This is an optimization exercise on Yosys and OpenROAD, whose aim is small area, not a production implementation. RTL that was checked went through simulation tests only; none was proved equivalent to the original. Power figures rest on the tool's default switching activity, not on a simulated workload.

## DriverRGB
module DriverRGB(input sysclk,
    input [31:0] red,
    input [31:0] green,
    input [31:0] blue,
    input [31:0] red2,
    input [31:0] green2,
    input [31:0] blue2,
    input [2:0] linesel,
    input rst,
    input send,
    input enable,
    output R1, G1, B1, R2, G2, B2,
    output reg [2:0] linesel_out,
    output reg data_clk,
    output reg regclk_out,
    output reg output_en,
    output reg ready
    );
    reg [31:0] wr, wg, wb, wr2, wg2, wb2;
    reg [2:0]  lin;
    reg        pol;
    reg [4:0]  bitcounter;
    reg        b;    
    wire st_idle    = ready & ~b;
    wire st_clkout  = (ready & b) | (~ready & ~output_en & ~data_clk);
    wire st_nextbit = data_clk;
    wire st_rega    = ~ready & output_en & ~regclk_out & ~b;
    wire st_regb    = regclk_out;
    wire st_fin     = ~ready & output_en & b;
    wire last       = &bitcounter;
    wire ld = st_idle & ~rst;
    wire sh = st_nextbit & ~last & ~rst;
    wire fl = ~st_idle & ~(st_nextbit & ~last) & ~rst;
    always @(posedge sysclk) begin
        wr  <= ~((red    & {32{ld}}) | ({1'b0, wr[31:1]}  & {32{sh}}) | (wr  & {32{fl}}));
  ...
Settings: LEC_CHECK=0, CAP_MARGIN=20, CORE_MARGIN=2, CORE_UTILIZATION=40, SLEW_MARGIN=20; clock period 10.0 ns.
run.sh (not shown) runs the stock make flow with config.mk's settings and CLKGATE_MAP_FILE= SYNTH_SCRIPT=/design/flow/synth_recipe.tcl, a recipe that flattens the netlist after the stock synthesis.
The first run ran to the end with no violations.
Then changed:
==> flow/flow/run.sh (new file) <==
#!/bin/bash
# Standard ORFS layout, but with the smallest buffer on each port.
set -euo pipefail
bash standard.sh "BUFFER_PORTS_ARGS=-buffer_cell sky130_fd_sc_hd__buf_1" finish > orfs_make.log 2>&1
==> flow/standard.sh (new file) <==
#!/bin/bash
# synth_recipe.tcl (not shown) runs the flow's synth.tcl, then flattens the netlist and writes it again
# the make line also repeats each setting of config.mk as NAME=value (left out here)
make -C /OpenROAD-flow-scripts/flow DESIGN_CONFIG=/design/flow/config.mk WORK_HOME=/design/flow/orfs CLKGATE_MAP_FILE= SYNTH_SCRIPT=/design/flow/synth_recipe.tcl "${@:-finish}"
removed: flow/run.sh
The changed run ran to the end with no violations; cell area is lower by 14%; count of clock-buffer cells in the layout is higher by 1; combinational power is lower by 21%; hold slack gains 0.0080 ns; sequential share of layout area is higher by 6.8 points; core utilization is lower by 7.9 points; sequential power barely changes; die area does not change; clock skew hardly moves; synthesized cell count is unchanged; via count is higher by 0.88%.
No functional check of the RTL was part of any run of this note.

Another version of the RTL of DriverRGB (not shown whole).
Size: about 450 cells after synthesis, roughly 210 flip-flops, about 6400 um2 of cells after synthesis.
export LEC_CHECK = 0
export CAP_MARGIN = 10
export CORE_MARGIN = 2
export CORE_UTILIZATION = 40
export PLACE_DENSITY = 0.7
export SLEW_MARGIN = 10
export SYNTH_HIERARCHICAL = 1
export SYNTH_MINIMUM_KEEP_SIZE = 0
create_clock -name core_clock -period 10.0 [get_ports {sysclk}]
standard.sh (not shown) runs the stock make flow with config.mk's settings and CLKGATE_MAP_FILE= SYNTH_SCRIPT=/design/flow/synth_recipe.tcl, a recipe that flattens the netlist after the stock synthesis.
==> flow/flow/run.sh <==
#!/bin/bash
set -euo pipefail
bash standard.sh "BUFFER_PORTS_ARGS=-buffer_cell sky130_fd_sc_hd__buf_1" \
  "CTS_ARGS=-sink_clustering_enable -repair_clock_nets -buf_list sky130_fd_sc_hd__clkbuf_4 -sink_clustering_size 12 -sink_clustering_max_diameter 140 -dont_use_dummy_load" \
  finish > orfs_make.log 2>&1
Rerun with:
==> flow/flow/run.sh (replaced) <==
#!/bin/bash
set -euo pipefail
bash standard.sh "BUFFER_PORTS_ARGS=-buffer_cell sky130_fd_sc_hd__buf_1" \
  "CTS_ARGS=-sink_clustering_enable -repair_clock_nets -buf_list sky130_fd_sc_hd__clkbuf_4 -sink_clustering_size 12 -sink_clustering_max_diameter 45 -dont_use_dummy_load" \
  finish > orfs_make.log 2>&1
PLACE_DENSITY = unset   (was 0.7)
What happened: The new run produced a clean layout. Maximum frequency goes up slightly. Final cell count goes up slightly. Non-clock buffer count stays the same. Sequential share of layout area goes down by 0.30 points. Total power goes up by a few percent. Combinational power is about the same. Synthesized cell count does not change. Setup slack improved by 0.056 ns. Utilization goes up by 0.27 points.
Rerun with:
==> flow/flow/run.sh (replaced) <==
#!/bin/bash
set -euo pipefail
bash standard.sh "BUFFER_PORTS_ARGS=-buffer_cell sky130_fd_sc_hd__buf_1" \
  "CTS_ARGS=-sink_clustering_enable -repair_clock_nets -buf_list sky130_fd_sc_hd__clkbuf_4 -sink_clustering_size 10 -sink_clustering_max_diameter 40 -dont_use_dummy_load" \
  finish > orfs_make.log 2>&1
CAP_MARGIN = 20   (was 10)
PLACE_DENSITY = 0.7   (was unset)
SLEW_MARGIN = 20   (was 10)
After rerunning: Die area is unchanged; total power increases slightly; non-clock buffer count is unchanged; via count increases slightly; setup slack gets worse by 0.041 ns; worst hold slack gets worse by 0.031 ns.
Rerun with:
==> flow/flow/run.sh (replaced) <==
#!/bin/bash
set -euo pipefail
bash standard.sh "BUFFER_PORTS_ARGS=-buffer_cell sky130_fd_sc_hd__buf_1" \
  "CTS_ARGS=-sink_clustering_enable -repair_clock_nets -buf_list sky130_fd_sc_hd__clkbuf_4 -sink_clustering_size 12 -sink_clustering_max_diameter 90 -dont_use_dummy_load" \
  finish > orfs_make.log 2>&1
CAP_MARGIN = 10   (was 20)
SLEW_MARGIN = 10   (was 20)
Result: Flip-flop and latch count stays the same. Setup slack gets worse by 0.016 ns. Area after synthesis does not change. Routed wire length is about the same. Maximum frequency went down by 0.37%. Critical path depth is unchanged. Total power went down by 3.0%. Clock-buffer cell count went down by 9. Clock power went down by 12%.

Another version of the RTL of DriverRGB (not shown whole).
For scale: roughly 210 flip-flops, roughly 210 I/O pins, roughly 6400 um2 of cells after synthesis.
==> flow/design.v (excerpt) <==
module DriverRGB(input sysclk,
    input [31:0] red,
    input [31:0] green,
    input [31:0] blue,
    input [31:0] red2,
    input [31:0] green2,
    input [31:0] blue2,
    input [2:0] linesel,
    input rst,
    input send,
    input enable,
    output R1, G1, B1, R2, G2, B2,
    output reg [2:0] linesel_out,
    output reg data_clk,
    output reg regclk_out,
    output reg output_en,
    output ready
    );
Settings: LEC_CHECK=0, CAP_MARGIN=20, CORE_MARGIN=2, CORE_UTILIZATION=40, SLEW_MARGIN=20, SYNTH_HIERARCHICAL=1, SYNTH_MINIMUM_KEEP_SIZE=0; clock period 10.0 ns.
==> flow/flow/run.sh <==
#!/bin/bash
set -euo pipefail
bash standard.sh "BUFFER_PORTS_ARGS=-buffer_cell sky130_fd_sc_hd__buf_1" \
  "CTS_ARGS=-sink_clustering_enable -repair_clock_nets -buf_list sky130_fd_sc_hd__clkbuf_4 -sink_clustering_size 10 -sink_clustering_max_diameter 40 -dont_use_dummy_load" \
  finish > orfs_make.log 2>&1
Next try:
==> flow/flow/run.sh (replaced) <==
#!/bin/bash
set -euo pipefail
bash standard.sh "BUFFER_PORTS_ARGS=-buffer_cell sky130_fd_sc_hd__buf_1" \
  "CTS_ARGS=-sink_clustering_enable -repair_clock_nets -buf_list sky130_fd_sc_hd__clkbuf_8 -sink_clustering_size 19 -sink_clustering_max_diameter 55 -dont_use_dummy_load" \
  finish > orfs_make.log 2>&1
Outcome:
- The new run finished clean
- utilization rose by 0.10 points
- hold slack improved by 0.011 ns
- synthesized cell count stays the same
- final cell count fell by 1.3%
- setup slack got worse by 0.15 ns
- cell area stays flat
- total power rose by about 0.9%
- clock-buffer cell count fell by 12
- sequential power barely changes
- area after synthesis stays the same

DriverRGB, a different RTL version from the one above (not shown whole).
Size: roughly 450 cells after synthesis, roughly 210 flip-flops, ~210 I/O pins.
Settings: LEC_CHECK=0, CAP_MARGIN=10, CORE_MARGIN=2, CORE_UTILIZATION=40, PLACE_DENSITY=0.7, SLEW_MARGIN=10, SYNTH_HIERARCHICAL=1, SYNTH_MINIMUM_KEEP_SIZE=0; clock period 10.0 ns.
==> flow/flow/run.sh <==
#!/bin/bash
set -euo pipefail
bash standard.sh "BUFFER_PORTS_ARGS=-buffer_cell sky130_fd_sc_hd__buf_1" \
  "CTS_ARGS=-sink_clustering_enable -repair_clock_nets -buf_list sky130_fd_sc_hd__clkbuf_4 -sink_clustering_size 12 -sink_clustering_max_diameter 45 -dont_use_dummy_load" \
  finish > orfs_make.log 2>&1
Rerun with:
==> flow/flow/run.sh (replaced) <==
#!/bin/bash
set -euo pipefail
bash standard.sh "BUFFER_PORTS_ARGS=-buffer_cell sky130_fd_sc_hd__buf_1" \
  "CTS_ARGS=-sink_clustering_enable -repair_clock_nets -buf_list sky130_fd_sc_hd__clkbuf_4 -sink_clustering_size 12 -sink_clustering_max_diameter 90 -dont_use_dummy_load" \
  finish > orfs_make.log 2>&1
=> Global-route usage grows by 0.22 points. Via count grows slightly. Wire length grows slightly. Fmax grows slightly. Synthesized area is unchanged. Core utilization shrinks by 0.14 points. Setup slack improved by 0.039 ns. Combinational power stays flat. Cell count shrinks slightly. Count of clock-buffer cells in the layout shrinks by 3.

[port drivers added, routing unchanged]
The flow's constraints put no driver on any port. The routed layouts listed below were extracted and timed again, unchanged, in two steps.
Step 1: set_driving_cell puts a clkbuf_16 on sysclk and a buf_2 on each other input, an assumption about the parent block.
Step 2 moves the port delays by t, midway between the first and last clock arrival at a register: inputs arrive t later, outputs are due t later. That takes back most of the time a late clock gives input paths.
a / b / c = no drivers / after step 1 / after step 2; a / b = the first two.
run	t, ns	slack for setup (ns)	worst data-port slew with drivers (ns)
the first run of note 1	0.527	6.066 / 6.024 / 5.903	0.06
the second run of note 1	0.524	5.535 / 5.543 / 5.019	0.06
the first run of note 2	0.603	5.742 / 5.752 / 5.149	0.07
the second run of note 2	0.635	5.798 / 5.808 / 5.173	0.06
the third run of note 2	0.634	5.757 / 5.767 / 5.133	0.07
the fourth run of note 2	0.603	5.742 / 5.752 / 5.149	0.07
the first run of note 3	0.631	5.973 / 5.986 / 5.354	0.06
the second run of note 3	0.506	5.828 / 5.842 / 5.337	0.06
the first run of note 4	0.597	5.850 / 5.850 / 5.254	0.05
the second run of note 4	0.609	5.889 / 5.890 / 5.281	0.06
After both steps every run listed still meets setup and hold. The setup slack of the second run of note 2, which loses most, moves by +0.010 ns with the drivers and by -0.625 ns with both steps.
